This is an optimization exercise on Yosys and OpenROAD, whose aim is small area, not a production implementation.
Function was checked by simulation only, so behaviour that the tests miss may differ from the original.
Power is estimated from default activity; no workload was simulated.

--- flow/flow/run.sh ---
#!/bin/bash
# Own layout flow: the standard ORFS flow (standard.sh), with three changes to how cells
# are chosen; the floorplan, power grid, tap cells, placement and routing are the standard ones.
#  - synthesis: the same synthesis script, but ABC restructures the combinational logic for
#    area (&deepsyn, bounded by steps without improvement, so the result is deterministic)
#    and maps it for area (no delay-driven mapping, buffering or gate upsizing; timing has
#    ample slack at 10 ns),
#    and adders are left to ABC instead of being mapped to half/full-adder cells first.
#    Registers are mapped before ABC runs, so they are exactly the standard synthesis's.
#  - port buffers use the smallest buffer (buf_1) instead of ORFS's default choice;
#  - clock tree synthesis uses larger sink clusters and inserts no dummy loads.
# Each tool's full output goes to a log file here (synth.log, standard.log), and ORFS's
# per-step logs stay under orfs/logs/.
set -euo pipefail
rm -rf scripts_area
cp -r "$FLOW_HOME/scripts" scripts_area
printf '&get -n\n&st\n&deepsyn -J 50\n&dch\n&nf -R 1000 -p\n&put\n' > scripts_area/abc_speed.script
bash standard.sh SCRIPTS_DIR="$PWD/scripts_area" ADDER_MAP_FILE= synth > synth.log 2>&1
export BUFFER_PORTS_ARGS="-buffer_cell sky130_fd_sc_hd__buf_1"
export CTS_ARGS="-sink_clustering_enable -repair_clock_nets -dont_use_dummy_load -buf_list sky130_fd_sc_hd__clkbuf_4 -sink_clustering_size 10 -sink_clustering_max_diameter 50"
bash standard.sh > standard.log 2>&1
--- flow/standard.sh ---
#!/bin/bash
# synth_recipe.tcl (not shown) runs the flow's synth.tcl, then flattens the netlist and writes it again
# the make line also repeats each setting of config.mk as NAME=value (left out here)
make -C /OpenROAD-flow-scripts/flow DESIGN_CONFIG=/design/flow/config.mk WORK_HOME=/design/flow/orfs CLKGATE_MAP_FILE= SYNTH_SCRIPT=/design/flow/synth_recipe.tcl "${@:-finish}"
--- flow/config.mk ---
export PLATFORM = sky130hd
export DESIGN_NAME = spell
export DESIGN_NICKNAME = spell
export VERILOG_FILES = /design/flow/design.v
export SDC_FILE = /design/flow/constraint.sdc
export NUM_CORES = 4
export LEC_CHECK = 0
export CAP_MARGIN = 20
export CORE_MARGIN = 2
export CORE_UTILIZATION = 40
export SLEW_MARGIN = 20
--- flow/constraint.sdc ---
create_clock -name core_clock -period 10.0 [get_ports {clock}]
set_input_delay 2.0000 -clock core_clock [delete_from_list [all_inputs] [get_ports {clock}]]
set_output_delay 2.0000 -clock core_clock [all_outputs]
set_load 0.01 [all_outputs]
--- flow/design.v ---
`default_nettype none
`timescale 1ns / 1ps
module spell_execute (
    input wire [7:0] opcode,
    input wire [7:0] pc,
    input wire [4:0] sp,
    input wire [7:0] stack_top,
    input wire [7:0] stack_belowtop,
    input wire [7:0] memory_input,
    input wire out_of_order_exec,
    output reg [7:0] next_pc,
    output reg [4:0] next_sp,
    output reg wr_sp,
    output reg wr_sp1,
    output reg wr_sp2,
    output reg swap,
    output reg [7:0] value,
    output reg memory_write_en,
    output reg is_delay,
    output reg sleep,
    output reg stop
);
  wire op_add = opcode == "+";
  wire op_sub = opcode == "-";
  wire op_loop = opcode == "@";
  wire below_nz = stack_belowtop != 8'd0;
  wire [7:0] add_b = op_sub ? ~stack_top : (op_loop ? 8'hff : stack_top);
  wire [7:0] sum = stack_belowtop + add_b + {7'd0, op_sub};
  reg sp_inc, sp_dec1, sp_dec2;
  always @(*) begin
    next_sp = sp + (sp_inc ? 5'd1 : sp_dec1 ? 5'd31 : sp_dec2 ? 5'd30 : 5'd0);
  end
  always @(*) begin
    next_pc = out_of_order_exec ? pc : pc + 8'd1;
    sp_inc = 1'b0;
    sp_dec1 = 1'b0;
    sp_dec2 = 1'b0;
    wr_sp = 1'b0;
    wr_sp1 = 1'b0;
    wr_sp2 = 1'b0;
    swap = 1'b0;
    value = opcode;
    memory_write_en = 1'b0;
    sleep = 0;
    stop = 0;
    is_delay = 1'b0;
    case (opcode)
      "+", "-": begin
        value = sum;
        wr_sp2 = 1'b1;
        sp_dec1 = 1'b1;
      end
      "&": begin
        value = stack_belowtop & stack_top;
        wr_sp2 = 1'b1;
        sp_dec1 = 1'b1;
      end
      "^": begin
        value = stack_belowtop ^ stack_top;
        wr_sp2 = 1'b1;
        sp_dec1 = 1'b1;
      end
      "|": begin
        value = stack_belowtop | stack_top;
        wr_sp2 = 1'b1;
        sp_dec1 = 1'b1;
      end
      ">": begin
        value = {1'b0, stack_top[7:1]};
        wr_sp1 = 1'b1;
      end
      "<": begin
        value = {stack_top[6:0], 1'b0};
        wr_sp1 = 1'b1;
      end
      "=": begin
        next_pc = stack_top;
        sp_dec1 = 1'b1;
      end
      "@": begin
        value = sum;
        if (below_nz) begin
          next_pc = stack_top;
          sp_dec1 = 1'b1;
          wr_sp2 = 1'b1;
        end else begin
          sp_dec2 = 1'b1;
        end
      end
      ",": begin
        is_delay = 1'b1;
        sp_dec1 = 1'b1;
      end
      "2": begin
        value = stack_top;
        wr_sp = 1'b1;
        sp_inc = 1'b1;
      end
      "!", "w": begin
        memory_write_en = 1'b1;
        sp_dec2 = 1'b1;
      end
      "?", "r": begin
        value = memory_input;
        wr_sp1 = 1'b1;
      end
      "x": begin
        wr_sp1 = 1'b1;
        wr_sp2 = 1'b1;
        swap = 1'b1;
      end
      "z":   sleep = 1'b1;
      8'hff: stop = 1'b1;
      default: begin
        value = opcode;
        wr_sp = 1'b1;
        sp_inc = 1'b1;
      end
    endcase
  end
endmodule
`default_nettype none
`timescale 1ns / 1ps
module spell_mem_io (
    input wire reset,
    input wire clock,
    input wire select,
    input wire [7:0] addr,
    input wire [7:0] data_in,
    input wire write,
    output reg [7:0] rd,
    input  wire [7:0] io_in,
    output reg  [7:0] io_out,
    output reg  [7:0] io_oeb    
);
  localparam REG_PIN = 8'h36;
  localparam REG_DDR = 8'h37;
  localparam REG_PORT = 8'h38;
  reg past_write;
  always @(*) begin
    rd = 8'b0;
    if (!write) begin
      case (addr)
        REG_PIN: rd = io_in;
        REG_DDR: rd = ~io_oeb;
        REG_PORT: rd = io_out;
        default: rd = 8'b0;
      endcase
    end
  end
  always @(posedge clock) begin
    past_write <= select & write;
    if (reset) begin
      io_out <= 8'b00000000;
      io_oeb <= 8'b11111111;
    end else if (select && write) begin
      case (addr)
        REG_PIN: if (!past_write) io_out <= io_out ^ data_in;
        REG_DDR: io_oeb <= ~data_in;
        REG_PORT: io_out <= data_in;
      endcase
    end
  end
endmodule
`default_nettype none
`timescale 1ns / 1ps
module spell_mem_dff (
    input wire reset,
    input wire clock,
    input wire [7:0] addr,
    input wire [7:0] data_in,
    input wire memory_type_data,
    input wire write_en,
    output reg [7:0] rd
);
  wire code_hit = !memory_type_data && addr[7:5] == 3'd0;
  wire data_hit = memory_type_data && addr[7:3] == 5'd0;
  wire [31:0] dec = 32'd1 << addr[4:0];
  wire [7:0] wd = reset ? 8'd0 : data_in;
  reg [255:0] code_q;
  reg [63:0] data_q;
  integer i;
  genvar g;
  generate
    for (g = 0; g < 32; g = g + 1) begin : code
      always @(posedge clock) if (reset || (write_en && code_hit && dec[g])) code_q[g*8+:8] <= wd;
    end
    for (g = 0; g < 8; g = g + 1) begin : data
      always @(posedge clock) if (reset || (write_en && data_hit && dec[g])) data_q[g*8+:8] <= wd;
    end
  endgenerate
  wire [7:0] code_rd[0:31];
  wire [7:0] data_rd[0:7];
  generate
    for (g = 0; g < 32; g = g + 1) begin : crd
      assign code_rd[g] = (code_hit && dec[g]) ? code_q[g*8+:8] : 8'd0;
    end
    for (g = 0; g < 8; g = g + 1) begin : drd
      assign data_rd[g] = (data_hit && dec[g]) ? data_q[g*8+:8] : 8'd0;
    end
  endgenerate
  always @(*) begin
    rd = 8'd0;
    for (i = 0; i < 32; i = i + 1) rd = rd | code_rd[i];
    for (i = 0; i < 8; i = i + 1) rd = rd | data_rd[i];
  end
endmodule
`default_nettype none
`timescale 1ns / 1ps
module spell_mem (
    input wire reset,
    input wire clock,
    input wire sram_enable,
    input wire select,
    input wire [7:0] addr,
    input wire load,
    input wire [7:0] load_value,
    input wire memory_type_data,
    input wire write,
    input wire capture,
    output wire [7:0] data_out,
    output wire data_ready,
    output reg [7:0] rdata,
    input  wire [7:0] io_in,
    output wire [7:0] io_out,
    output wire [7:0] io_oeb,   
    input wire [31:0] sram_dat_i,
    input wire sram_ack_i,
    output wire sram_cyc_o,
    output wire sram_stb_o,
    output wire sram_we_o,
    output wire [3:0] sram_sel_o,
    output wire [9:0] sram_addr_o,
    output wire [31:0] sram_dat_o
);
  wire [7:0] data_in = rdata;
  wire io_range = addr >= 8'h20 && addr < 8'h60;
  wire io_hit = memory_type_data && io_range;
  wire data_io_select = select && io_hit;
  wire sram_select = select && !io_hit && sram_enable;
  wire dff_select = select && !io_hit && !sram_enable;
  wire [1:0] sram_byte_index = addr[1:0];
  assign sram_cyc_o  = sram_select;
  assign sram_stb_o  = sram_select;
  assign sram_we_o   = write;
  assign sram_sel_o  = 1 << sram_byte_index;
  assign sram_addr_o = {1'b0, memory_type_data, addr[7:2], 2'b00};
  assign sram_dat_o  = {data_in, data_in, data_in, data_in};
  reg ready_r;
  assign data_ready = ready_r | (sram_select && sram_ack_i);
  wire [7:0] io_rd;
  wire [7:0] dff_rd;
  reg [7:0] sram_byte;
  spell_mem_io mem_io (
      .reset(reset),
      .clock(clock),
      .select(data_io_select),
      .addr(addr),
      .data_in(data_in),
      .write(write),
      .rd(io_rd),
      .io_in (io_in),
      .io_out(io_out),
      .io_oeb(io_oeb)
  );
  spell_mem_dff mem_dff (
      .reset(reset),
      .clock(clock),
      .addr(addr),
      .data_in(data_in),
      .memory_type_data(memory_type_data),
      .write_en(dff_select && write),
      .rd(dff_rd)
  );
  always @(*) begin
    case (sram_byte_index)
      0: sram_byte = sram_dat_i[7:0];
      1: sram_byte = sram_dat_i[15:8];
      2: sram_byte = sram_dat_i[23:16];
      3: sram_byte = sram_dat_i[31:24];
    endcase
  end
  assign data_out = (!data_io_select && sram_enable) ? sram_byte : rdata;
  always @(posedge clock) begin
    ready_r <= data_io_select || dff_select;
    if (capture) rdata <= data_out;
    else if (load) rdata <= load_value;
    else if (data_io_select && !write) rdata <= io_rd;
    else if (dff_select && !write) rdata <= dff_rd;
  end
endmodule
`default_nettype none
`timescale 1ns / 1ps
module spell (
    input wire reset,
    input wire clock,
    input wire i_la_write,
    input wire [6:0] i_la_addr,
    input wire [7:0] i_la_data,
    input wire i_la_wb_disable,
    output wire [31:0] la_data_out,
    input  wire        i_wb_cyc,    
    input  wire        i_wb_stb,    
    input  wire        i_wb_we,     
    input  wire [31:0] i_wb_addr,   
    input  wire [31:0] i_wb_data,   
    output wire        o_wb_ack,    
    output reg  [31:0] o_wb_data,   
    input  wire [7:0] io_in,
    output wire [7:0] io_out,
    output wire [7:0] io_oeb,   
    output wire        rambus_wb_rst_o,    
    output wire        rambus_wb_stb_o,    
    output wire        rambus_wb_cyc_o,    
    output wire        rambus_wb_we_o,     
    output wire [ 3:0] rambus_wb_sel_o,    
    output wire [31:0] rambus_wb_dat_o,    
    output wire [ 9:0] rambus_wb_addr_o,   
    input  wire        rambus_wb_ack_i,    
    input  wire [31:0] rambus_wb_dat_i,    
    output wire interrupt
);
  localparam StateFetch = 3'd0;
  localparam StateFetchData = 3'd1;
  localparam StateExecute = 3'd2;
  localparam StateStore = 3'd3;
  localparam StateDelay = 3'd4;
  localparam StateSleep = 3'd5;
  localparam REG_PC = 24'h000;
  localparam REG_SP = 24'h004;
  localparam REG_EXEC = 24'h008;
  localparam REG_CTRL = 24'h00c;
  localparam REG_CYCLES_PER_MS = 24'h010;
  localparam REG_STACK_TOP = 24'h014;
  localparam REG_STACK_PUSH = 24'h018;
  localparam REG_INT_ENABLE = 24'h20;
  localparam REG_INT = 24'h24;
  localparam INTR_SLEEP = 0;
  localparam INTR_STOP = 1;
  localparam INTR_COUNT = 2;
  reg [2:0] state;
  reg [7:0] pc;
  reg [4:0] sp;
  reg [7:0] opcode;
  wire [7:0] memory_input;
  wire [7:0] next_pc;
  wire [4:0] next_sp;
  wire ex_wr_sp, ex_wr_sp1, ex_wr_sp2, ex_swap;
  wire [7:0] ex_value;
  wire memory_write_en;
  wire is_delay;
  wire sleep;
  wire stop;
  reg [INTR_COUNT-1:0] intr;
  reg [INTR_COUNT-1:0] intr_enable;
  reg edge_interrupts;
  wire level_interrupt = |(intr & intr_enable);
  reg prev_level_interrupt;
  assign interrupt = edge_interrupts ? (!prev_level_interrupt && level_interrupt) : level_interrupt;
  reg single_step;
  reg out_of_order_exec;
  reg sram_enable;
  reg mem_select;
  reg [7:0] mem_addr;
  wire mem_type_data = opcode[6] && state[0];
  wire mem_write_en = state == StateStore;
  wire [7:0] mem_read_value;
  wire mem_data_ready;
  reg [23:0] cycles_per_ms;
  reg [23:0] delay_cycles;
  reg wb_read_ack;
  reg wb_write_ack;
  assign o_wb_ack = wb_read_ack | wb_write_ack;
  wire wb_read = i_wb_stb && i_wb_cyc && !i_wb_we;
  wire wb_write = i_wb_stb && i_wb_cyc && i_wb_we && !i_la_wb_disable;
  wire [23:0] wb_addr = i_wb_addr[23:0];
  reg prev_reg_write;
  wire reg_write = wb_write | i_la_write;
  wire [6:0] reg_write_addr = i_la_write ? i_la_addr : i_wb_addr[6:0];
  wire [31:0] reg_write_data = i_la_write ? {24'b0, i_la_data} : i_wb_data;
  wire mem_capture = !reg_write && mem_select && mem_data_ready &&
                     (state == StateFetch || state == StateFetchData);
  wire wa_pc = reg_write_addr == REG_PC[6:0];
  wire wa_sp = reg_write_addr == REG_SP[6:0];
  wire wa_exec = reg_write_addr == REG_EXEC[6:0];
  wire wa_ctrl = reg_write_addr == REG_CTRL[6:0];
  wire wa_cpm = reg_write_addr == REG_CYCLES_PER_MS[6:0];
  wire wa_top = reg_write_addr == REG_STACK_TOP[6:0];
  wire wa_push = reg_write_addr == REG_STACK_PUSH[6:0];
  wire wa_ien = reg_write_addr == REG_INT_ENABLE[6:0];
  wire wa_int = reg_write_addr == REG_INT[6:0];
  assign rambus_wb_rst_o = reset;
  wire [3:0] h = sp[4:1];
  wire [15:0] dh = 16'd1 << h;
  wire [15:0] dm = {dh[0], dh[15:1]};   
  wire [15:0] de = sp[0] ? dh : dm;
  reg [7:0] even_out, odd_out;
  wire [7:0] stack_top = sp[0] ? even_out : odd_out;
  wire [7:0] stack_belowtop = sp[0] ? odd_out : even_out;
  wire exec_cycle = !reset && !reg_write && state == StateExecute;
  wire host_top = !reset && reg_write && wa_top;
  wire host_push = !reset && reg_write && wa_push && !prev_reg_write;
  wire wr_sp = host_push || (exec_cycle && ex_wr_sp);
  wire wr_sp1 = host_top || (exec_cycle && ex_wr_sp1);
  wire wr_sp2 = exec_cycle && ex_wr_sp2;
  wire [7:0] dd = reg_write ? reg_write_data[7:0] : ex_value;
  wire xswap = exec_cycle && ex_swap;
  wire even_en_h = sp[0] ? wr_sp1 : wr_sp;
  wire even_en_m = !sp[0] && wr_sp2;
  wire odd_en_h = sp[0] && wr_sp;
  wire odd_en_m = sp[0] ? wr_sp2 : wr_sp1;
  wire [7:0] even_wd = reset ? 8'd0 : (xswap ? odd_out : dd);
  wire [7:0] odd_wd = reset ? 8'd0 : (xswap ? even_out : dd);
  reg [127:0] stk_e, stk_o;
  genvar g;
  generate
    for (g = 0; g < 16; g = g + 1) begin : stk
      always @(posedge clock) begin
        if (reset || (even_en_h && dh[g]) || (even_en_m && dm[g])) stk_e[g*8+:8] <= even_wd;
        if (reset || (odd_en_h && dh[g]) || (odd_en_m && dm[g])) stk_o[g*8+:8] <= odd_wd;
      end
    end
  endgenerate
  wire [7:0] e_rd[0:15];
  wire [7:0] o_rd[0:15];
  generate
    for (g = 0; g < 16; g = g + 1) begin : srd
      assign e_rd[g] = de[g] ? stk_e[g*8+:8] : 8'd0;
      assign o_rd[g] = dm[g] ? stk_o[g*8+:8] : 8'd0;
    end
  endgenerate
  integer i;
  always @(*) begin
    even_out = 8'd0;
    odd_out = 8'd0;
    for (i = 0; i < 16; i = i + 1) begin
      even_out = even_out | e_rd[i];
      odd_out = odd_out | o_rd[i];
    end
  end
  assign la_data_out = {stack_top, state, sp, opcode, pc};
  spell_execute exec (
      .opcode(opcode),
      .pc(pc),
      .sp(sp),
      .stack_top(stack_top),
      .stack_belowtop(stack_belowtop),
      .memory_input(memory_input),
      .out_of_order_exec(out_of_order_exec),
      .next_pc(next_pc),
      .next_sp(next_sp),
      .wr_sp(ex_wr_sp),
      .wr_sp1(ex_wr_sp1),
      .wr_sp2(ex_wr_sp2),
      .swap(ex_swap),
      .value(ex_value),
      .memory_write_en(memory_write_en),
      .is_delay(is_delay),
      .sleep(sleep),
      .stop(stop)
  );
  spell_mem mem (
      .reset(reset),
      .clock(clock),
      .sram_enable(sram_enable),
      .select(mem_select),
      .addr(mem_addr),
      .load(exec_cycle),
      .load_value(stack_belowtop),
      .memory_type_data(mem_type_data),
      .write(mem_write_en),
      .capture(mem_capture),
      .data_out(mem_read_value),
      .data_ready(mem_data_ready),
      .rdata(memory_input),
      .io_in(io_in),
      .io_out(io_out),
      .io_oeb(io_oeb),
      .sram_stb_o(rambus_wb_stb_o),
      .sram_cyc_o(rambus_wb_cyc_o),
      .sram_we_o(rambus_wb_we_o),
      .sram_sel_o(rambus_wb_sel_o),
      .sram_dat_o(rambus_wb_dat_o),
      .sram_addr_o(rambus_wb_addr_o),
      .sram_ack_i(rambus_wb_ack_i),
      .sram_dat_i(rambus_wb_dat_i)
  );
  function is_data_opcode(input [7:0] opcode);
    is_data_opcode = (opcode == "?" || opcode == "r");
  endfunction
  always @(posedge clock) begin
    if (reset) begin
      o_wb_data   <= 0;
      wb_read_ack <= 0;
    end else if (wb_read) begin
      o_wb_data <= 0;
      case (wb_addr)
        REG_PC: o_wb_data <= {24'b0, pc};
        REG_SP: o_wb_data <= {27'b0, sp};
        REG_EXEC: o_wb_data <= {24'b0, opcode};
        REG_CTRL: begin
          o_wb_data <= {28'b0, edge_interrupts, sram_enable, single_step, state != StateSleep};
        end
        REG_CYCLES_PER_MS: o_wb_data <= {8'b0, cycles_per_ms};
        REG_STACK_TOP: o_wb_data <= {24'b0, stack_top};
        REG_INT_ENABLE: o_wb_data[INTR_COUNT-1:0] <= intr_enable;
        REG_INT: o_wb_data[INTR_COUNT-1:0] <= intr;
        default: begin
          o_wb_data <= 32'b0;
        end
      endcase
      wb_read_ack <= 1;
    end else begin
      wb_read_ack <= 0;
    end
  end
  always @(posedge clock) begin
    if (state != StateDelay) delay_cycles <= 0;
    else if (!reg_write) delay_cycles <= (delay_cycles + 1 >= cycles_per_ms) ? 24'd0 : delay_cycles + 1;
  end
  always @(posedge clock) begin
    if (reset) begin
      state <= StateSleep;
      pc    <= 0;
      sp    <= 0;
      opcode <= 0;
      mem_select <= 0;
      single_step <= 0;
      out_of_order_exec <= 0;
      wb_write_ack <= 0;
      prev_reg_write <= 0;
      sram_enable <= 0;
      intr <= 0;
      intr_enable <= 0;
      edge_interrupts <= 0;
      prev_level_interrupt <= 0;
      cycles_per_ms <= 24'd10000;   
    end else begin
      prev_reg_write <= reg_write;
      prev_level_interrupt <= level_interrupt;
      if (reg_write) begin
        if (wa_pc) pc <= reg_write_data[7:0];
        if (wa_sp) sp <= reg_write_data[4:0];
        if (wa_exec && state == StateSleep) begin
          opcode <= reg_write_data[7:0];
          state <= is_data_opcode(reg_write_data[7:0]) ? StateFetchData : StateExecute;
          single_step <= 1;
          out_of_order_exec <= 1;
        end
        if (wa_ctrl) begin
          if (reg_write_data[0] && state == StateSleep) begin
            out_of_order_exec <= 0;
            state <= StateFetch;
          end
          single_step <= reg_write_data[1];
          sram_enable <= reg_write_data[2];
          edge_interrupts <= reg_write_data[3];
        end
        if (wa_cpm) cycles_per_ms <= reg_write_data[23:0];
        if (wa_push && !prev_reg_write) sp <= sp + 1;
        if (wa_ien) intr_enable <= reg_write_data[INTR_COUNT-1:0];
        if (wa_int) intr <= intr & ~reg_write_data[INTR_COUNT-1:0];
        if (wb_write) wb_write_ack <= 1;
      end else begin
        wb_write_ack <= 0;
        case (state)
          StateFetch: begin
            mem_select <= 1;
            mem_addr <= pc;
            if (mem_select && mem_data_ready) begin
              mem_select <= 0;
              opcode <= mem_read_value;
              state <= is_data_opcode(mem_read_value) ? StateFetchData : StateExecute;
            end
          end
          StateFetchData: begin
            mem_select <= 1;
            mem_addr <= stack_top;
            if (mem_select && mem_data_ready) begin
              mem_select <= 0;
              state <= StateExecute;
            end
          end
          StateExecute: begin
            pc <= next_pc;
            sp <= next_sp;
            mem_addr <= stack_top;
            if (sleep) intr[INTR_SLEEP] <= 1'b1;
            if (stop) intr[INTR_STOP] <= 1'b1;
            if (memory_write_en) begin
              state <= StateStore;
            end else if (sleep || stop || single_step) begin
              state <= StateSleep;
            end else if (is_delay && stack_top != 8'b0 && cycles_per_ms != 24'b0) begin
              state <= StateDelay;
            end else begin
              state <= StateFetch;
            end
          end
          StateStore: begin
            mem_select   <= 1;
            if (mem_data_ready) begin
              mem_select <= 0;
              state <= single_step ? StateSleep : StateFetch;
            end
          end
          StateSleep: begin
          end
          StateDelay: begin
            if (delay_cycles + 1 >= cycles_per_ms) begin
              mem_addr <= mem_addr - 1;
              if (mem_addr == 8'd1) begin
                state <= single_step ? StateSleep : StateFetch;
              end
            end
          end
          default: state <= StateSleep;
        endcase
      end
    end
  end
endmodule
==> results of run 1 <==
-- kinds of logic (layout without fill, tap and decap cells) --
family	after synthesis	count (layout)
mux	24	24
flops	719	719
other cells	1	16
buf+inv	63	436
fa+ha+maj	7	7
compound gates	637	637
simple gates	793	793
xor+xnor	52	52
-- cell usage in the layout, fill, tap and decap left out, types with 21 or more instances in the layout --
cell type,n
edfxtp_1,592
nand2b_1,24
a221o_1,34
buf_1,230
a22oi_1,102
a22o_1,45
xnor2_1,24
nor3_1,41
nor2b_1,21
nand2_1,297
clkbuf_4,92
dfxtp_1,127
nor2_1,213
o21ai_0,83
nand3_1,38
buf_4,95
xor2_1,28
a222oi_1,104
a221oi_1,47
a21oi_1,105
nand4_1,47
-- worst max-delay path by stage --
stage	slack [ps]	endpoint	startpoint	cells after the start
floorplan	2790	stk_e[120]	sp[0]	20
global placement	1790	stk_o[44]	sp[3]	24
detailed placement	1850	stk_o[45]	sp[2]	22
CTS	1760	stk_o[61]	sp[1]	22
global route	1360	stk_o[61]	sp[3]	23
finish	1590	stk_o[61]	sp[3]	24
-- layout make-up --
class | instances | area (µm²) | area share
Sequential cell | 719 | 20300 | 0.612
Timing Repair Buffer | 326 | 1580 | 0.0477
Clock buffer | 91 | 683 | 0.0206
Tap cell | 969 | 1210 | 0.0365
Antenna cell | 5 | 12.5 | 0.000377
Inverter | 19 | 71.3 | 0.00215
Multi-Input combinational cell | 1524 | 9330 | 0.281
-- layer usage --
layer	track usage	vias to the layer above	share of wire
li1	-	9992	-
met1	0.363	11400	0.40
met2	0.404	1478	0.45
met3	0.0563	147	0.12
met4	0.0783	0	0.027
met5	0	-	0
-- stage by stage --
stage | hold WS [ps] | utilization | power (mW) | worst slack, ps | cells
floorplan | 434 | - | 3.95 | 2790 | 2306
global route | 500 | 0.448 | 5.75 | 1360 | 3653
global placement | 449 | 0.438 | 4.25 | 1790 | 3556
CTS | 477 | 0.447 | 5.57 | 1760 | 3648
detailed placement | 455 | 0.438 | 4.27 | 1850 | 3557
finish | 480 | 0.448 | 5.56 | 1590 | 3653
-- power groups by stage --
stage / combinational (mW) / clock [mW] / sequential, mW
CTS: 0.656 / 1.37 / 3.55
floorplan: 0.370 / 0 / 3.58
global route: 0.707 / 1.48 / 3.57
global placement: 0.645 / 0 / 3.61
detailed placement: 0.652 / 0 / 3.62
finish: 0.662 / 1.35 / 3.55
-- flip-flops by register name, indices dropped and copies added, names as in the netlist, 2 cells and up --
name / count
stk_e: 128
state: 3
mem.rdata: 8
cycles_per_ms: 24
mem.mem_io.io_out: 8
stk_o: 128
sp: 5
mem.mem_io.io_oeb: 8
opcode: 8
mem.mem_dff.data_q: 64
delay_cycles: 24
pc: 8
intr: 2
mem_addr: 8
mem.mem_dff.code_q: 256
intr_enable: 2
o_wb_data: 24
==> impl_metrics.ini, run 1 <==
[run_status]
outcome = no timing/DRC/antenna violations

[clock_network]
clk_path_buf_depth = 3
cts_tree = built
post_cts_resize_count = 0
cts_setup_buffers = 0
holdBufCountCts = 0
tritoncts_num_sinks = 719
worst_skew_late_latency_ps = 900
clock_tree.root_cell = clkbuf_4
htree_levels = 3
clock_transition_at_path_regs_ps = 100
number_of_buffers_created_by_cts = 91

[logic_synthesis]
yosysSeqAreaShare = 0.679
synth_xor_area_frac = 0.0152
synth_compound_gate_area_share = 0.159
post_synth_inst_count = 2296
mux_cell_area_share_after_synthesis = 0.00878
synth_warnings = 5
synth_adder_area_share = 0.00234
yosys-top-cells-area = edfxtp_1 (59%), dfxtp_1 (8.5%), nand2_1 (3.7%)
yosys.cell_count.top_type = edfxtp_1
synth.avg_cell_area_um2 = 13.0
synth_edf_count = 592
synth-async-reset-ratio = 0
synthDistinctLibCells = 63
synthesis.area_mm2 = 0.0299
fraction_of_synthesized_cell_area_taken_by_the_top_area_cell_type = 0.594
post_synthesis_cell_type_with_the_largest_combined_area = edfxtp_1
synth_ff_type = edfxtp_1
dominant_combinational_cell_family_by_area_after_synthesis = compound AO/OA/AOI/OAI gates
most_used_standard_cells_in_the_synthesized_netlist = edfxtp_1 (592), nand2_1 (297), nor2_1 (215), dfxtp_1 (127), a21oi_1 (106)
yosys_register_bits = 719
post_synth_and_or_nand_nor_area_fraction = 0.122

[timing]
timing_hold_violations_final = 0
tightestPinTransition_ps = 1140
max_slew_margin = 0.238
grt_setup_unrepaired = false
period_share = 0.841
clock.fmax_mhz = 119
post-route-min-period_ps = 8410
fin_setup_tns_ps = 0
setup_viol = 0
finalClockSkew_ps = 160
slew_violations = 0

[power]
power.density_mw_per_mm2 = 167
share_comb_of_total_power = 0.119
power.clock.fraction = 0.242
power.leakage_nw = 11.2
switching_share = 0.270
seq_power_share = 0.639
power_switching_mw = 1.50
power.ir.vdd_worst_uv = 86.2
p_int_mw = 4.06

[routing]
routedWlPerCell_um = 27.9
post-route-drc-count = 0
drtPass1Iterations = 6
drt_wl_total_um = 102000
drt_antenna_net_count = 0
drt-vias-per-instance = 6.30
drt_first_iter_violations = 3453
vias = 23000

[grt]
grt_overflow = 0
grt_pass1_vias = 21600
grt_max_degree = 59
globalRouteTotalUtil = 0.259
grt_first_pass_wirelength_um = 148000
antenna_found_initial = 2

[hold_path]
hold_path_startpoint = o_wb_data[14]
hold-path-endpoint = o_wb_data[14]
worst_hold_path_type = reg -> reg
min_path_cells = 1

[setup_path]
path_buf_inv = 4
timing.critical_path.required_ps = 10420
critical_path.startpoint_type = flip-flop
cp_slowest_stage_delay_ps = 700
path_cells = or2_0 > nor3_1 > nor2_1 > nor2_1 > buf_4 > a22oi_1 > nand4_1 > nand4b_1 > mux2_1 > buf_4 > a21oi_1 > clkinv_1 > maj3_1 > maj3_1 > maj3_1 > maj3_1 > maj3_1 > maj3_1 > o21bai_1 > nand2_1 > o21ai_0 > a21oi_1 > buf_4 > a221o_1
r2r_setup_slk_ps = 1590
worst_setup_path_end_kind = flip-flop
critical_path.reg2reg.endpoint = stk_o[61]
crit_type = reg -> reg
worst_path_dominant_cell_family = adder cells
ff2ff_path_depth = 24
worst_r2r_startpoint = sp[3]
cpMaxStageDelayCell = or2_0
cpMostUsedCell = maj3_1
crit_path_max_fanout = 16
cp.arrival_ps = 8830

[die]
core_area_mm2 = 0.0742
floorplan.io_pins = 259
die-height_um = 278
dieArea_mm2 = 0.0770
initial_utilization = 0.403
fp.dieW_um = 278
fp-row-count = 100

[finish]
finish.net_count = 2808
fillCellCount = 6811
area_growth_pct = 11.0
layout-drive-gt1-share = 0.0788
fin_area_mm2 = 0.0332

[placed_design]
buffer_ports.inserted = 231
gp_routability_congestion = 0.915
detailedPlacementHpwl_um = 70700
placed_area_mm2 = 0.0325

[flow_run]
max_cap_violations = 0
==> run 2: changes to the inputs <==
--- a/flow/flow/run.sh
+++ b/flow/flow/run.sh
@@ -19,3 +19,3 @@
 export BUFFER_PORTS_ARGS="-buffer_cell sky130_fd_sc_hd__buf_1"
-export CTS_ARGS="-sink_clustering_enable -repair_clock_nets -dont_use_dummy_load -buf_list sky130_fd_sc_hd__clkbuf_4 -sink_clustering_size 10 -sink_clustering_max_diameter 50"
+export CTS_ARGS="-sink_clustering_enable -repair_clock_nets -dont_use_dummy_load -buf_list sky130_fd_sc_hd__clkbuf_8 -sink_clustering_size 18 -sink_clustering_max_diameter 60"
 bash standard.sh > standard.log 2>&1
==> run 2 against run 1 <==
Still clean on timing, DRC and antenna. Cell count shrank 1.1%. Synthesized area is the same. Register-to-register slack gained 50 ps. Combinational power is essentially flat. Total power grew 1.2%. Maximum frequency grew 0.60%. Die area is the same. Clock-buffer cell count shrank 35. Sequential power is essentially flat. Via count shrank 0.86%. Critical path type unchanged. Critical endpoint unchanged. Largest power group unchanged.
==> impl_metrics.ini, run 2 <==
[grt]
grt_max_degree = 59
grt_busiest_layer = met2
grt_overflow = 0
grt_pass1_vias = 21300
use_met1 = 0.364
grt.met2_usage = 0.405
globalRouteTotalUtil = 0.257
grt.met3_usage = 0.0491
antenna_found_initial = 3
grt_first_pass_wirelength_um = 147000

[clock_network]
worst_skew_late_latency_ps = 710
post_cts_resize_count = 0
clk_path_buf_depth = 3
clock_transition_at_path_regs_ps = 80
cts_tree = built
htree_levels = 2
cts_setup_buffers = 0
holdBufCountCts = 0
number_of_buffers_created_by_cts = 56
tritoncts_num_sinks = 719
clock_tree.root_cell = clkbuf_8

[logic_synthesis]
synth-async-reset-ratio = 0
yosys-top-cells-area = edfxtp_1 (59%), dfxtp_1 (8.5%), nand2_1 (3.7%)
synthesis.area_mm2 = 0.0299
synthDistinctLibCells = 63
post_synth_inst_count = 2296
synth_warnings = 5
post_synthesis_cell_type_with_the_largest_combined_area = edfxtp_1
synth.avg_cell_area_um2 = 13.0
synth_edf_count = 592
yosysSeqAreaShare = 0.679
most_used_standard_cells_in_the_synthesized_netlist = edfxtp_1 (592), nand2_1 (297), nor2_1 (215), dfxtp_1 (127), a21oi_1 (106)
yosys.cell_count.top_type = edfxtp_1
yosys_register_bits = 719
fraction_of_synthesized_cell_area_taken_by_the_top_area_cell_type = 0.594
synth_ff_type = edfxtp_1

[setup_path]
critical_path.reg2reg.endpoint = stk_o[61]
timing.critical_path.required_ps = 10280
critical_path.startpoint_type = flip-flop
crit_type = reg -> reg
worst_setup_path_end_kind = flip-flop
ff2ff_path_depth = 23
cp.arrival_ps = 8640
r2r_setup_slk_ps = 1640
worst_r2r_startpoint = sp[4]
crit_path_max_fanout = 16

[die]
dieArea_mm2 = 0.0770
fp-row-count = 100
floorplan.io_pins = 259
die-height_um = 278
initial_utilization = 0.403
fp.dieW_um = 278
core_area_mm2 = 0.0742

[power]
power.density_mw_per_mm2 = 169
power.ir.vdd_worst_uv = 83.7
power_switching_mw = 1.49
p_int_mw = 4.14
power.leakage_nw = 11.2
p_total_mw = 5.63
switching_share = 0.264
share_comb_of_total_power = 0.118
power.clock.fraction = 0.251
seq_power_share = 0.631

[finish]
area_growth_pct = 11.2
layout.cells.most_common_list = edfxtp_1 (592), nand2_1 (297), buf_1 (230)
fillCellCount = 6775
biggestRegsByFlops = mem.mem_dff.code_q x256, stk_e x128, stk_o x128
largest_register_ff_count = 256
registers.top_by_ff_count = mem.mem_dff.code_q
finish.net_count = 2773
seq_area_mm2 = 0.0203
multiInputGateArea_mm2 = 0.00933
fin_cells = 3614
final_core_util = 0.449
layout-drive-gt1-share = 0.0666
layout_commonest_cell = edfxtp_1

[routing]
drtPass1Iterations = 10
drt_first_iter_violations = 3575
drt-vias-per-instance = 6.31
drt_wl_total_um = 102000
routedWlPerCell_um = 28.2
post-route-drc-count = 0
drt_antenna_net_count = 0
vias = 22800

[flow_run]
max_cap_violations = 0

[placed_design]
buffer_ports.inserted = 231
gp_routability_congestion = 0.915
detailedPlace.worstSlack_ps = 1850
place_inst = 3557
detailedPlacementHpwl_um = 70700

[timing]
tightestPinTransition_ps = 1170
fin_setup_tns_ps = 0
max_slew_margin = 0.217
setup_viol = 0
timing_hold_violations_final = 0
period_share = 0.836
setup_ws_ps = 1640
grt_setup_unrepaired = false
finalClockSkew_ps = 113
slew_violations = 0
clock.fmax_mhz = 120
post-route-min-period_ps = 8360

[hold_path]
hold-path-endpoint = o_wb_data[14]
min_path_cells = 1
worst_hold_path_type = reg -> reg
hold_path_startpoint = o_wb_data[14]

[run_status]
outcome = no timing/DRC/antenna violations
## run 2: through the flow
| stage | hold slack (ps) | instance area (µm²) |
|---|---|---|
| after global placement | 449 | 32500 |
| final | 475 | 33300 |
| after global routing | 499 | 33300 |
| after floorplan | 434 | 30000 |
| after CTS | 476 | 33300 |
| after detailed placement | 455 | 32500 |
## run 2: area by class of cell
class,instances,area share
antenna,1,0.0000752
clock buffer,56,0.0232
inverter,19,0.00214
multi-input combinational,1524,0.280
sequential,719,0.610
tap,969,0.0364
timing repair buffer,326,0.0476
## run 2: worst max-delay path by stage
stage / startpoint / endpoint / slack [ps] / depth (start not counted)
2_1_floorplan: sp[0] / stk_e[120] / 2790 / 20
3_3_place_gp: sp[3] / stk_o[44] / 1790 / 24
3_5_place_dp: sp[2] / stk_o[45] / 1850 / 22
4_1_cts: sp[2] / stk_o[61] / 1730 / 22
5_1_grt: sp[3] / stk_o[61] / 1310 / 23
6_report: sp[4] / stk_o[61] / 1640 / 23
## run 2: logic make-up (layout without fill, tap and decap cells)
family | after synthesis | count (layout) | share of synthesized area
DFF | 719 | 719 | 0.679
and+or+nand+nor | 793 | 793 | 0.122
adders and majority gates | 7 | 7 | 0.00234
buffers and inverters | 63 | 401 | 0.0134
muxes | 24 | 24 | 0.00878
other | 1 | 12 | 0.000125
AOI/OAI and AO/OA | 637 | 637 | 0.159
xor gates and xnor gates | 52 | 52 | 0.0152
## run 2: routing by layer
layer  up-vias  share of wire  routed length, µm
li1       9879              -                  -
met1     11300           0.41              41600
met2      1450           0.45              46300
met3       143           0.11              11300
met4         0          0.026               2690
met5         -              0                  0
## run 2: critical path, stage by stage (launching register included)
cell      delay [ps]
dfxtp_1          590
or2_0            680
nor2_1           110
buf_4            230
nor2_1           130
nor2_1           190
a222oi_1         660
nand4_1          490
nor2_1           200
a21oi_1          120
a21oi_1          200
nor2_1           100
maj3_1           400
maj3_1           410
maj3_1           410
maj3_1           410
maj3_1           400
maj3_1           400
o21bai_1         340
nand2_1          130
o21ai_0          380
a21oi_1          150
buf_4            230
a221o_1          580
## run 2: power by group through the flow
stage	logic [mW]	registers, mW	clock network [mW]
6_report	0.663	3.55	1.41
5_1_grt	0.707	3.57	1.52
4_1_cts	0.656	3.55	1.43
3_5_place_dp	0.652	3.62	0
3_3_place_gp	0.645	3.61	0
2_1_floorplan	0.370	3.58	0
==> run 3: changes to the inputs <==
--- a/flow/flow/run.sh
+++ b/flow/flow/run.sh
@@ -19,3 +19,3 @@
 export BUFFER_PORTS_ARGS="-buffer_cell sky130_fd_sc_hd__buf_1"
-export CTS_ARGS="-sink_clustering_enable -repair_clock_nets -dont_use_dummy_load -buf_list sky130_fd_sc_hd__clkbuf_8 -sink_clustering_size 18 -sink_clustering_max_diameter 60"
+export CTS_ARGS="-sink_clustering_enable -repair_clock_nets -dont_use_dummy_load -buf_list sky130_fd_sc_hd__clkbuf_4 -sink_clustering_size 8 -sink_clustering_max_diameter 50"
 bash standard.sh > standard.log 2>&1
==> run 3 against run 2 <==
Largest cell class unchanged. Worst hold slack better by 3.1 ps. Sequential cell count unchanged. Core utilization about the same. Critical endpoint is now stk_o[46]. Clock power about the same. Clock skew up 95 ps. Highest routed layer unchanged. Die area unchanged. Maximum frequency up 0.36%. Wire length up 0.28%.
==> impl_metrics.ini, run 3 <==
[power]
power.density_mw_per_mm2 = 169
p_total_mw = 5.64
power.ir.vdd_worst_uv = 74.5
power.leakage_nw = 11.3

[hold_path]
hold_path_startpoint = o_wb_data[12]
worst_hold_path_type = reg -> reg
min_path_cells = 1

[finish]
fin_cells = 3665
finish.net_count = 2823
final_core_util = 0.449
biggestRegsByFlops = mem.mem_dff.code_q x256, stk_e x128, stk_o x128
area_growth_pct = 11.3
layout_commonest_cell = edfxtp_1
largest_register_ff_count = 256
layout.cells.most_common_list = edfxtp_1 (592), nand2_1 (297), buf_1 (230)
layout-drive-gt1-share = 0.0839
registers.top_by_ff_count = mem.mem_dff.code_q
fillCellCount = 6806

[timing]
timing_hold_violations_final = 0
grt_setup_unrepaired = false
fin_setup_tns_ps = 0
slew_violations = 0
setup_viol = 0
max_slew_margin = 0.227
period_share = 0.833
post-route-min-period_ps = 8330
tightestPinTransition_ps = 1150
finalClockSkew_ps = 208
clock.fmax_mhz = 120
final.hold.worst_slack_ps = 479

[logic_synthesis]
yosys.cell_count.top_type = edfxtp_1
synth_warnings = 5
synthesis.area_mm2 = 0.0299
synth.avg_cell_area_um2 = 13.0
most_used_standard_cells_in_the_synthesized_netlist = edfxtp_1 (592), nand2_1 (297), nor2_1 (215), dfxtp_1 (127), a21oi_1 (106)
fraction_of_synthesized_cell_area_taken_by_the_top_area_cell_type = 0.594
yosysSeqAreaShare = 0.679
yosys-top-cells-area = edfxtp_1 (59%), dfxtp_1 (8.5%), nand2_1 (3.7%)
synth_ff_type = edfxtp_1
post_synth_inst_count = 2296
synth_edf_count = 592
post_synthesis_cell_type_with_the_largest_combined_area = edfxtp_1
yosys_register_bits = 719
synth-async-reset-ratio = 0
synthDistinctLibCells = 63

[clock_network]
clk_path_buf_depth = 3
htree_levels = 3
cts_tree = built
number_of_buffers_created_by_cts = 106
tritoncts_num_sinks = 719
clock_transition_at_path_regs_ps = 90
worst_skew_late_latency_ps = 940
post_cts_resize_count = 0
clock_tree.root_cell = clkbuf_4
cts_setup_buffers = 0
holdBufCountCts = 0

[grt]
antenna_found_initial = 3
grt_first_pass_wirelength_um = 149000
grt_max_degree = 59
grt_overflow = 0
grt_pass1_vias = 21700
globalRouteTotalUtil = 0.259

[setup_path]
cp.arrival_ps = 8770
critical_path.startpoint = sp[2]
crit_type = reg -> reg
critical_path.startpoint_type = flip-flop
worst_setup_path_end_kind = flip-flop
timing.critical_path.required_ps = 10440
crit_path_max_fanout = 16
ff2ff_path_depth = 22
worst_r2r_startpoint = sp[2]

[placed_design]
buffer_ports.inserted = 231
detailedPlacementHpwl_um = 70700
gp_routability_congestion = 0.915
place_inst = 3557

[die]
dieArea_mm2 = 0.0770
die-height_um = 278
core_area_mm2 = 0.0742
floorplan.io_pins = 259
initial_utilization = 0.403
fp.dieW_um = 278
fp-row-count = 100

[routing]
drt_wl_total_um = 102000
drt_antenna_net_count = 0
drtPass1Iterations = 8
drt-vias-per-instance = 6.29
post-route-drc-count = 0
routedWlPerCell_um = 27.9
drt_first_iter_violations = 3618
vias = 23100

[run_status]
outcome = no timing/DRC/antenna violations

[flow_run]
max_cap_violations = 0
==> run 3: cell types whose count changed in the layout (fill, tap and decap cells not counted), sizes merged <==
| cell | delta |
|---|---|
| diode | +1 |
| clkbuf | +50 |
==> run 3: metrics by stage <==
| stage | instance area, µm² | setup WS [ps] |
|---|---|---|
| detailed placement | 32500 | 1850 |
| CTS | 33300 | 1760 |
| floorplan | 30000 | 2790 |
| global placement | 32500 | 1790 |
| finish | 33300 | 1670 |
| global route | 33300 | 1330 |
==> run 3: final cells by class <==
cell class              instances  area [µm²]  share of cell area
diodes                          2        5.00            0.000150
multi-input cells            1524        9330               0.280
flip-flops and latches        719       20300               0.610
well taps                     969        1210              0.0364
repair buffers                326        1580              0.0475
clock buffers                 106         796              0.0239
inverters                      19        71.3             0.00214
==> run 3: final timing paths <==
check / end / slack [ps]
setup / recovery: stk_o[46] / 1670
hold / removal: o_wb_data[12] / 480
setup reg to reg: stk_o[46] / 1670
hold reg to reg: o_wb_data[12] / 480
==> run 3: cells by family (layout without fill, tap and decap cells) <==
| kind of cell | count (synthesis) | in the layout | share of synthesized area |
|---|---|---|---|
| compound gates | 637 | 637 | 0.159 |
| xor+xnor | 52 | 52 | 0.0152 |
| fa+ha+maj | 7 | 7 | 0.00234 |
| buf+inv | 63 | 451 | 0.0134 |
| flops | 719 | 719 | 0.679 |
| mux | 24 | 24 | 0.00878 |
| other cells | 1 | 13 | 0.000125 |
| simple gates | 793 | 793 | 0.122 |
==> run 3: critical path: stages (launching register included) <==
cell      delay [ps]
dfxtp_1          850
xnor2_1          210
or2_0            350
nor2_1           290
a22o_1           350
a221oi_1         250
nand4b_1         410
mux2_1           490
buf_4            210
a21oi_1          220
clkinv_1          90
maj3_1           380
maj3_1           400
maj3_1           410
maj3_1           410
maj3_1           400
maj3_1           400
o21bai_1         320
nand2_1          120
o21ai_0          370
a21oi_1          140
buf_4            230
a221o_1          600
==> run 3: where the power goes <==
group	switching, mW	total (mW)	internal [mW]
Clock	0.945	1.43	0.482
Combinational	0.474	0.662	0.188
Sequential	0.0990	3.55	3.45
Total	1.52	5.64	4.12
==> run 3: routing by layer <==
metal | GRT usage | part of all wire
met1 | 0.364 | 0.41
met2 | 0.404 | 0.45
met3 | 0.0549 | 0.11
met4 | 0.0814 | 0.027
met5 | 0 | 0
==> run 4: changes to the inputs <==
--- a/flow/flow/run.sh
+++ b/flow/flow/run.sh
@@ -19,3 +19,3 @@
 export BUFFER_PORTS_ARGS="-buffer_cell sky130_fd_sc_hd__buf_1"
-export CTS_ARGS="-sink_clustering_enable -repair_clock_nets -dont_use_dummy_load -buf_list sky130_fd_sc_hd__clkbuf_4 -sink_clustering_size 8 -sink_clustering_max_diameter 50"
+export CTS_ARGS="-sink_clustering_enable -repair_clock_nets -dont_use_dummy_load -buf_list sky130_fd_sc_hd__clkbuf_8 -sink_clustering_size 16 -sink_clustering_max_diameter 60"
 bash standard.sh > standard.log 2>&1
==> run 4 against run 3 <==
Die area unchanged. Wire length down 0.38%. Synthesized cell count unchanged. Cell area about the same. Worst hold slack about the same. Largest power group unchanged.
==> impl_metrics.ini, run 4 <==
[setup_path]
critical_path.startpoint_type = flip-flop
ff2ff_path_depth = 24
cp.arrival_ps = 8670
worst_r2r_startpoint = sp[3]
critical_path.reg2reg.endpoint = stk_o[43]
timing.critical_path.required_ps = 10270
r2r_setup_slk_ps = 1590
crit_path_max_fanout = 16
worst_setup_path_end_kind = flip-flop
crit_type = reg -> reg

[finish]
registers.top_by_ff_count = mem.mem_dff.code_q
finish.net_count = 2776
largest_register_ff_count = 256
area_growth_pct = 11.4
fillCellCount = 6777
layout.cells.most_common_list = edfxtp_1 (592), nand2_1 (297), buf_1 (230)
layout-drive-gt1-share = 0.0676
biggestRegsByFlops = mem.mem_dff.code_q x256, stk_e x128, stk_o x128
fin_area_mm2 = 0.0333
layout_commonest_cell = edfxtp_1
final_core_util = 0.449

[clock_network]
post_cts_resize_count = 0
clock_transition_at_path_regs_ps = 90
clk_path_buf_depth = 3
cts_setup_buffers = 0
holdBufCountCts = 0
clock_tree.root_cell = clkbuf_8
number_of_buffers_created_by_cts = 59
tritoncts_num_sinks = 719
htree_levels = 2
cts_tree = built
worst_skew_late_latency_ps = 730

[power]
power.ir.vdd_worst_uv = 88.8
seq_power_share = 0.628
power.density_mw_per_mm2 = 170
share_comb_of_total_power = 0.117
p_int_mw = 4.16
power_switching_mw = 1.49
switching_share = 0.264
power.clock.fraction = 0.255
power.leakage_nw = 11.2

[grt]
grt_pass1_vias = 21300
grt_max_degree = 59
grt_first_pass_wirelength_um = 148000
antenna_found_initial = 3
globalRouteTotalUtil = 0.257
grt_overflow = 0

[routing]
drt_wl_total_um = 102000
vias = 22700
routedWlPerCell_um = 28.1
drt-vias-per-instance = 6.27
drt_antenna_net_count = 0
post-route-drc-count = 0
drtPass1Iterations = 9
drt_first_iter_violations = 3691

[timing]
post-route-min-period_ps = 8410
setup_viol = 0
fin_setup_tns_ps = 0
clock.fmax_mhz = 119
grt_setup_unrepaired = false
tightestPinTransition_ps = 1140
timing_hold_violations_final = 0
final.hold.worst_slack_ps = 479
period_share = 0.841
finalClockSkew_ps = 128
max_slew_margin = 0.235
slew_violations = 0

[logic_synthesis]
synth_ff_type = edfxtp_1
synth-async-reset-ratio = 0
yosys-top-cells-area = edfxtp_1 (59%), dfxtp_1 (8.5%), nand2_1 (3.7%)
fraction_of_synthesized_cell_area_taken_by_the_top_area_cell_type = 0.594
yosys.cell_count.top_type = edfxtp_1
yosysSeqAreaShare = 0.679
post_synthesis_cell_type_with_the_largest_combined_area = edfxtp_1
yosys_register_bits = 719
post_synth_inst_count = 2296
most_used_standard_cells_in_the_synthesized_netlist = edfxtp_1 (592), nand2_1 (297), nor2_1 (215), dfxtp_1 (127), a21oi_1 (106)
synthDistinctLibCells = 63
synth_edf_count = 592
synth_warnings = 5
synth.avg_cell_area_um2 = 13.0
synthesis.area_mm2 = 0.0299

[die]
core_area_mm2 = 0.0742
fp.dieW_um = 278
initial_utilization = 0.403
dieArea_mm2 = 0.0770
die-height_um = 278
fp-row-count = 100
floorplan.io_pins = 259

[run_status]
outcome = no timing/DRC/antenna violations

[placed_design]
placed_area_mm2 = 0.0325
detailedPlacementHpwl_um = 70700
gp_routability_congestion = 0.915
buffer_ports.inserted = 231

[hold_path]
hold-path-endpoint = wb_write_ack
worst_hold_path_type = reg -> reg
min_path_cells = 1
hold_path_startpoint = wb_write_ack

[flow_run]
max_cap_violations = 0
[run 4: worst max path at each step]
stage	start	to	slack, ps	depth (start not counted)
after detailed placement	sp[2]	stk_o[45]	1850	22
after global placement	sp[3]	stk_o[44]	1790	24
after global routing	sp[3]	stk_o[43]	1260	23
after floorplan	sp[0]	stk_e[120]	2790	20
final	sp[3]	stk_o[43]	1590	24
after CTS	sp[2]	stk_o[43]	1680	22
[run 4: cell type report]
type | instances | area, µm² | share of cell area
clock buffer | 59 | 812 | 0.0244
inverter | 19 | 71.3 | 0.00214
antenna | 6 | 15.0 | 0.000450
tap | 969 | 1210 | 0.0364
multi-input combinational | 1524 | 9330 | 0.280
sequential | 719 | 20300 | 0.609
timing repair buffer | 326 | 1580 | 0.0475
[run 4: cells by family after synthesis]
group | synth area share
adder cells (fa/ha/maj) | 0.00234
multiplexers | 0.00878
AND/OR/NAND/NOR | 0.122
AO/OA/AOI/OAI | 0.159
buffers and inverters | 0.0134
XOR/XNOR | 0.0152
other | 0.000125
flip-flops | 0.679
[run 4: metal layers]
metal / vias to the layer above / routed length, µm / global-route usage
li1: 9882 / - / -
met1: 11200 / 41300 / 0.368
met2: 1452 / 46200 / 0.403
met3: 153 / 11400 / 0.0458
met4: 0 / 2930 / 0.0717
met5: - / 0 / 0
[run 4: metrics by stage]
step	worst slack [ps]	cells	total power [mW]
2_1_floorplan	2790	2306	3.95
3_3_place_gp	1790	3556	4.25
3_5_place_dp	1850	3557	4.27
4_1_cts	1680	3616	5.66
5_1_grt	1260	3621	5.83
6_report	1590	3622	5.66
[run 4: power groups by stage]
stage / clock (mW) / combinational, mW / sequential (mW)
global route: 1.55 / 0.707 / 3.57
CTS: 1.46 / 0.656 / 3.55
finish: 1.44 / 0.662 / 3.55
floorplan: 0 / 0.370 / 3.58
global placement: 0 / 0.645 / 3.61
detailed placement: 0 / 0.652 / 3.62
[run 4: worst max-delay path: stages, from the launching register on]
cell and delay (ps):
dfxtp_1 600, or2_0 640, nor3_1 130, nor2_1 160, nor2_1 50, buf_4 180
a22oi_1 280, nand4_1 150, nand4b_1 470, mux2_1 490, buf_4 210, a21oi_1 220
clkinv_1 90, maj3_1 370, maj3_1 400, maj3_1 410, maj3_1 410, maj3_1 400
maj3_1 400, o21bai_1 330, nand2_1 130, o21ai_0 400, a21oi_1 160, buf_4 240
a221o_1 600
==> run 5: changes to the inputs <==
--- a/flow/design.v
+++ b/flow/design.v
@@ -130,2 +130,3 @@
     input wire write,
+    input wire past_write,
     output reg [7:0] rd,
@@ -138,3 +139,2 @@
   localparam REG_PORT = 8'h38;
-  reg past_write;
   always @(*) begin
@@ -151,3 +151,2 @@
   always @(posedge clock) begin
-    past_write <= select & write;
     if (reset) begin
@@ -217,2 +216,4 @@
     input wire [7:0] load_value,
+    input wire step,
+    input wire [7:0] step_value,
     input wire memory_type_data,
@@ -260,2 +261,3 @@
       .write(write),
+      .past_write(ready_r),
       .rd(io_rd),
@@ -287,2 +289,3 @@
     else if (load) rdata <= load_value;
+    else if (step) rdata <= step_value;
     else if (data_io_select && !write) rdata <= io_rd;
@@ -369,3 +372,7 @@
   reg [23:0] cycles_per_ms;
-  reg [23:0] delay_cycles;
+  reg [15:0] delay_hi;
+  wire [23:0] delay_cycles = {delay_hi, memory_input};
+  wire [24:0] delay_next = delay_cycles + 25'd1;
+  wire delay_tick = delay_next >= {1'b0, cycles_per_ms};
+  wire delay_step = !reset && !reg_write && state == StateDelay;
   reg wb_read_ack;
@@ -468,3 +475,5 @@
       .load(exec_cycle),
-      .load_value(stack_belowtop),
+      .load_value(is_delay ? 8'd0 : stack_belowtop),
+      .step(delay_step),
+      .step_value(delay_tick ? 8'd0 : delay_next[7:0]),
       .memory_type_data(mem_type_data),
@@ -517,4 +526,4 @@
   always @(posedge clock) begin
-    if (state != StateDelay) delay_cycles <= 0;
-    else if (!reg_write) delay_cycles <= (delay_cycles + 1 >= cycles_per_ms) ? 24'd0 : delay_cycles + 1;
+    if (state != StateDelay) delay_hi <= 0;
+    else if (!reg_write) delay_hi <= delay_tick ? 16'd0 : delay_next[23:8];
   end
@@ -609,3 +618,3 @@
           StateDelay: begin
-            if (delay_cycles + 1 >= cycles_per_ms) begin
+            if (delay_tick) begin
               mem_addr <= mem_addr - 1;
@@ -616,3 +625,2 @@
           end
-          default: state <= StateSleep;
         endcase
==> run 5 against run 4 <==
Highest routed layer is now met5. Worst setup slack gained 490 ps. Cell count is essentially flat. Non-clock buffer count shrank 9. Largest cell class unchanged. Register-to-register slack gained 490 ps. Critical path type unchanged.
==> impl_metrics.ini, run 5 <==
[run_status]
outcome = no timing/DRC/antenna violations

[grt]
globalRouteTotalUtil = 0.261
antenna_found_initial = 6
grt_overflow = 0
grt_pass1_vias = 21900
grt_max_degree = 60
grt_first_pass_wirelength_um = 150000

[logic_synthesis]
dominant_combinational_cell_family_by_area_after_synthesis = compound AO/OA/AOI/OAI gates
synth.avg_cell_area_um2 = 12.9
yosysSeqAreaShare = 0.672
yosys_register_bits = 710
yosys-top-cells-area = edfxtp_1 (59%), dfxtp_1 (7.9%), a222oi_1 (3.0%)
synth_compound_gate_area_share = 0.172
synth-async-reset-ratio = 0
post_synth_inst_count = 2315
synth_ff_type = edfxtp_1
synth_xor_area_frac = 0.0140
synth_adder_area_share = 0.000668
post_synth_and_or_nand_nor_area_fraction = 0.117
post_synthesis_cell_type_with_the_largest_combined_area = edfxtp_1
synth_edf_count = 592
synthesis.area_mm2 = 0.0300
yosys.cell_count.top_type = edfxtp_1
most_used_standard_cells_in_the_synthesized_netlist = edfxtp_1 (592), nor2_1 (214), nand2_1 (212), o21ai_0 (124), a21oi_1 (121)
synthDistinctLibCells = 58
synth_warnings = 5
fraction_of_synthesized_cell_area_taken_by_the_top_area_cell_type = 0.593
mux_cell_area_share_after_synthesis = 0.00936

[setup_path]
critical_path.startpoint = sp[1]
worst_r2r_startpoint = sp[1]
ff2ff_path_depth = 22
r2r_setup_slk_ps = 2080
timing.critical_path.required_ps = 10220
critical_path.reg2reg.endpoint = stk_o[4]
worst_setup_path_end_kind = flip-flop
critical_path.startpoint_type = flip-flop
crit_type = reg -> reg
cp.arrival_ps = 8140
crit_path_max_fanout = 16

[placed_design]
detailedPlacementHpwl_um = 71700
gp_routability_congestion = 0.941
detailedPlace.worstSlack_ps = 1870
place_inst = 3558
placed_area_mm2 = 0.0324
buffer_ports.inserted = 231

[clock_network]
cts_tree = built
tritoncts_num_sinks = 710
holdBufCountCts = 0
clock_transition_at_path_regs_ps = 60
worst_skew_late_latency_ps = 750
clock_tree.root_cell = clkbuf_8
post_cts_resize_count = 0
number_of_buffers_created_by_cts = 58
clk_path_buf_depth = 3
htree_levels = 2
cts_setup_buffers = 0

[flow_run]
max_cap_violations = 0

[timing]
timing_hold_violations_final = 0
period_share = 0.792
setup_ws_ps = 2080
setup_viol = 0
grt_setup_unrepaired = false
post-route-min-period_ps = 7920
fin_setup_tns_ps = 0
clock.fmax_mhz = 126
max_slew_margin = 0.241
tightestPinTransition_ps = 1140
finalClockSkew_ps = 132
slew_violations = 0

[routing]
drt_wl_total_um = 104000
drt_first_iter_violations = 3451
drtPass1Iterations = 7
drt-vias-per-instance = 6.34
post-route-drc-count = 0
vias = 23000
drt_antenna_net_count = 0
routedWlPerCell_um = 28.6

[power]
power.ir.vdd_worst_uv = 126
power.leakage_nw = 11.1
power.density_mw_per_mm2 = 155

[finish]
registers.top_by_ff_count = mem.mem_dff.code_q
largest_register_ff_count = 256
layout.cells.most_common_list = edfxtp_1 (592), buf_1 (230), nand2_1 (212)
layout-drive-gt1-share = 0.0631
area_growth_pct = 10.9
fin_cells = 3620
finish.net_count = 2777
biggestRegsByFlops = mem.mem_dff.code_q x256, stk_e x128, stk_o x128
fin_area_mm2 = 0.0332
fillCellCount = 6831
layout_commonest_cell = edfxtp_1

[hold_path]
hold_path_startpoint = wb_write_ack
worst_hold_path_type = reg -> reg
min_path_cells = 1
hold-path-endpoint = wb_write_ack

[die]
fp.dieW_um = 278
initial_utilization = 0.403
dieArea_mm2 = 0.0771
core_area_mm2 = 0.0743
floorplan.io_pins = 259
die-height_um = 278
fp-row-count = 100
## run 5: worst max-delay path by stage
stage                     slack (ps)  cells past startpoint        end
after floorplan                 3550                     22   stk_o[0]
after global placement          1900                     22   stk_o[2]
after detailed placement        1870                     22  stk_o[68]
after CTS                       1830                     22  stk_o[68]
after global routing            1660                     23  stk_o[68]
final                           2080                     22   stk_o[4]
## run 5: metal layers
| layer | wire length [µm] | up-vias | track usage |
|---|---|---|---|
| met4 | 2940 | 6 | 0.0765 |
| met2 | 46600 | 1378 | 0.403 |
| met1 | 43500 | 11500 | 0.373 |
| met5 | 30 | - | 0 |
| met3 | 10600 | 210 | 0.0531 |
| li1 | - | 9911 | - |
## run 5: area by class of cell
type | instances | area (µm²) | area share
sequential | 710 | 20100 | 0.606
antenna | 3 | 7.51 | 0.000226
timing repair buffer | 317 | 1520 | 0.0456
tap | 969 | 1210 | 0.0365
multi-input combinational | 1549 | 9500 | 0.286
inverter | 14 | 52.6 | 0.00158
clock buffer | 58 | 798 | 0.0240
## run 5: critical path: stages, from the launching register on
cell       delay [ps]
dfxtp_1           750
xor2_1            420
nand2b_1          340
nor2_1            270
a222oi_1          400
nand3_1           180
a2111oi_0         740
nand3_1           470
nand2_1           160
o21ai_1            70
buf_4             230
mux2i_1           230
xnor2_1           160
or3_1             150
o21ai_0           130
nand2b_1          110
o21ai_0           140
maj3_1            440
maj3_1            420
o21bai_1          260
a41oi_1           300
a21oi_2           610
o21ai_1           490
## run 5: logic make-up after synthesis
family,count (synthesis)
flops,710
buf+inv,66
mux,27
compound gates,715
other cells,1
fa+ha+maj,2
xor+xnor,48
simple gates,746
## run 5: through the flow
step           total power [mW]   util  hold WS, ps
2_1_floorplan              3.62      -          434
3_3_place_gp               3.78  0.436          450
3_5_place_dp               3.79  0.436          464
4_1_cts                    5.17  0.446          475
5_1_grt                    5.31  0.447          500
6_report                   5.15  0.447          474
## run 5: where the power goes
group          internal (mW)  switching [mW]
Combinational         0.0883           0.253
Sequential              3.35          0.0417
Clock                  0.514           0.904
Total                   3.95            1.20
==> run 6: changes to the inputs <==
--- a/flow/config.mk
+++ b/flow/config.mk
@@ -7,5 +7,5 @@
 export LEC_CHECK = 0
-export CAP_MARGIN = 20
+export CAP_MARGIN = 0
 export CORE_MARGIN = 2
 export CORE_UTILIZATION = 40
-export SLEW_MARGIN = 20
+export SLEW_MARGIN = 0
==> run 6 against run 5 <==
Still clean on timing, DRC and antenna. Core utilization fell by 0.074 points. Combinational power about the same. Wire length down 0.13%. Synthesized area did not move. Clock-buffer cell count down 1. Via count increased by 0.20%. Clock skew down 14 ps. Clock power is essentially flat. Die area is the same. Cell area down 0.17%. Cell count hardly changed. Largest power group unchanged.
==> impl_metrics.ini, run 6 <==
[run_status]
outcome = no timing/DRC/antenna violations

[setup_path]
critical_path.startpoint_type = flip-flop
cp.arrival_ps = 8670
worst_setup_path_end_kind = flip-flop
crit_type = reg -> reg
crit_path_max_fanout = 16
r2r_setup_slk_ps = 1540
timing.critical_path.required_ps = 10210

[timing]
timing_hold_violations_final = 0
finalClockSkew_ps = 118
setup_viol = 0
tightestPinTransition_ps = 1250
post-route-min-period_ps = 8460
clock.fmax_mhz = 118
max_slew_margin = 0.160
period_share = 0.846
fin_setup_tns_ps = 0
grt_setup_unrepaired = false
slew_violations = 0

[power]
power.ir.vdd_worst_uv = 111
p_total_mw = 5.14
power.density_mw_per_mm2 = 155
power.leakage_nw = 11.1

[finish]
fillCellCount = 6764
biggestRegsByFlops = mem.mem_dff.code_q x256, stk_e x128, stk_o x128
layout_commonest_cell = edfxtp_1
registers.top_by_ff_count = mem.mem_dff.code_q
final_core_util = 0.446
layout-drive-gt1-share = 0.0586
layout.cells.most_common_list = edfxtp_1 (592), buf_1 (230), nand2_1 (212), nor2_1 (212), a21oi_1 (121)
seq_area_mm2 = 0.0201
largest_register_ff_count = 256
multiInputGateArea_mm2 = 0.00947
finish.net_count = 2774
area_growth_pct = 10.7

[grt]
grt_overflow = 0
antenna_found_initial = 4
grt_max_degree = 60
grt_pass1_vias = 21800
grt_first_pass_wirelength_um = 150000
globalRouteTotalUtil = 0.261

[clock_network]
holdBufCountCts = 0
number_of_buffers_created_by_cts = 57
clock_tree.root_cell = clkbuf_8
cts_tree = built
htree_levels = 2
worst_skew_late_latency_ps = 740
tritoncts_num_sinks = 710
clock_transition_at_path_regs_ps = 60
cts_setup_buffers = 0
post_cts_resize_count = 0
clk_path_buf_depth = 3

[logic_synthesis]
fraction_of_synthesized_cell_area_taken_by_the_top_area_cell_type = 0.593
synth.avg_cell_area_um2 = 12.9
yosysSeqAreaShare = 0.672
synth-async-reset-ratio = 0
yosys.cell_count.top_type = edfxtp_1
synth_compound_gate_area_share = 0.172
post_synthesis_cell_type_with_the_largest_combined_area = edfxtp_1
synthDistinctLibCells = 58
post_synth_inst_count = 2315
synth_warnings = 5
synth_adder_area_share = 0.000668
synth_edf_count = 592
dominant_combinational_cell_family_by_area_after_synthesis = compound AO/OA/AOI/OAI gates
synth_xor_area_frac = 0.0140
synthesis.area_mm2 = 0.0300
mux_cell_area_share_after_synthesis = 0.00936
yosys-top-cells-area = edfxtp_1 (59%), dfxtp_1 (7.9%), a222oi_1 (3.0%)
post_synth_and_or_nand_nor_area_fraction = 0.117
most_used_standard_cells_in_the_synthesized_netlist = edfxtp_1 (592), nor2_1 (214), nand2_1 (212), o21ai_0 (124), a21oi_1 (121)
yosys_register_bits = 710
synth_ff_type = edfxtp_1

[flow_run]
max_cap_violations = 0

[routing]
drt-vias-per-instance = 6.36
routedWlPerCell_um = 28.6
drt_antenna_net_count = 0
vias = 23000
drt_first_iter_violations = 3391
drt_wl_total_um = 103000
post-route-drc-count = 0
drtPass1Iterations = 7

[die]
core_area_mm2 = 0.0743
fp.dieW_um = 278
fp-row-count = 100
floorplan.io_pins = 259
dieArea_mm2 = 0.0771
die-height_um = 278
initial_utilization = 0.403

[hold_path]
worst_hold_path_type = reg -> reg

[placed_design]
gp_routability_congestion = 0.941
detailedPlacementHpwl_um = 71600
buffer_ports.inserted = 231
run 6: cell counts after synthesis:
Identical to the previous run, type by type.
run 6: power breakdown:
part	internal, mW	switching (mW)	total [mW]
Combinational	0.0874	0.252	0.339
Clock	0.506	0.905	1.41
Sequential	3.35	0.0417	3.39
Total	3.94	1.20	5.14
run 6: final timing paths:
kind / to / startpoint / cells past startpoint
hold reg to reg: wb_write_ack / wb_write_ack / 1
setup reg to reg: stk_o[78] / sp[1] / 22
hold / removal: wb_write_ack / wb_write_ack / 1
setup / recovery: stk_o[78] / sp[1] / 22
run 6: logic make-up (layout without fill, tap and decap cells):
family                   count (synthesis)  count (layout)
adder cells (fa/ha/maj)                  2               2
flip-flops                             710             710
buffers and inverters                   66             386
other                                    1              15
AND/OR/NAND/NOR                        746             746
XOR/XNOR                                48              48
multiplexers                            27              27
AO/OA/AOI/OAI                          715             715
run 6: per-stage QoR:
stage | area [µm²] | hold WS [ps] | setup slack (ps) | std cells
after floorplan | 30000 | 434 | 3550 | 2325
after global placement | 32400 | 450 | 1900 | 3557
after detailed placement | 32400 | 464 | 1810 | 3557
after CTS | 33200 | 478 | 1770 | 3614
after global routing | 33200 | 484 | 1250 | 3617
final | 33200 | 474 | 1540 | 3618
run 6: final cells by class:
class / count / share of cell area
repair buffers: 315 / 0.0453
flip-flops and latches: 710 / 0.607
diodes: 4 / 0.000302
inverters: 14 / 0.00158
clock buffers: 57 / 0.0237
multi-input cells: 1549 / 0.285
well taps: 969 / 0.0366
run 6: layer usage:
metal / vias to the layer above / share of wire / GRT usage
li1: 9909 / - / -
met1: 11500 / 0.42 / 0.374
met2: 1422 / 0.46 / 0.410
met3: 165 / 0.10 / 0.0444
met4: 2 / 0.026 / 0.0712
met5: - / 0.00013 / 0
run 6: worst max-delay path, stage by stage (launching register included):
cell	delay [ps]
dfxtp_1	760
xor2_1	430
nand2b_1	330
nor2_1	260
a222oi_1	400
nand3_1	180
a2111oi_0	820
nand3_1	460
nand2_1	160
o21ai_1	70
buf_4	220
mux2i_1	230
xnor2_1	160
or3_1	150
o21ai_0	130
nand2b_1	110
o21ai_0	150
maj3_1	440
maj3_1	430
o21bai_1	270
a41oi_1	270
a21oi_1	950
o21ai_1	600

[port drivers added, routing unchanged]
The results above use ideal ports. As a check the final layouts listed here were re-extracted and re-timed, cells and wires unchanged.
Step 1: set_driving_cell puts a clkbuf_16 on clock and a buf_2 on each other input, an assumption about the parent block.
Step 2 times the ports against the registers' clock, not the clock port: input delays grow and output delays shrink by t, the midpoint of the rising clock arrivals with the driver on.
Slacks: ideal / step 1 / step 2; pairs: ideal / step 1.
run | t, ns | setup slack, ns | worst setup path after step 2 | worst register clock-pin slew, ns | cell pins on the clock port's net
run 1 | 0.903 | 1.589 / 1.589 / 1.589 | register to register | 0.12 / 0.12 | 1
run 2 | 0.732 | 1.640 / 1.640 / 1.640 | register to register | 0.12 / 0.12 | 1
run 3 | 0.899 | 1.669 / 1.669 / 1.669 | register to register | 0.10 / 0.10 | 1
run 4 | 0.739 | 1.594 / 1.594 / 1.594 | register to register | 0.10 / 0.10 | 1
run 5 | 0.744 | 2.085 / 2.085 / 2.085 | register to register | 0.10 / 0.10 | 1
run 6 | 0.741 | 1.544 / 1.544 / 1.544 | register to register | 0.11 / 0.11 | 1
After both steps every run listed still meets setup and hold.
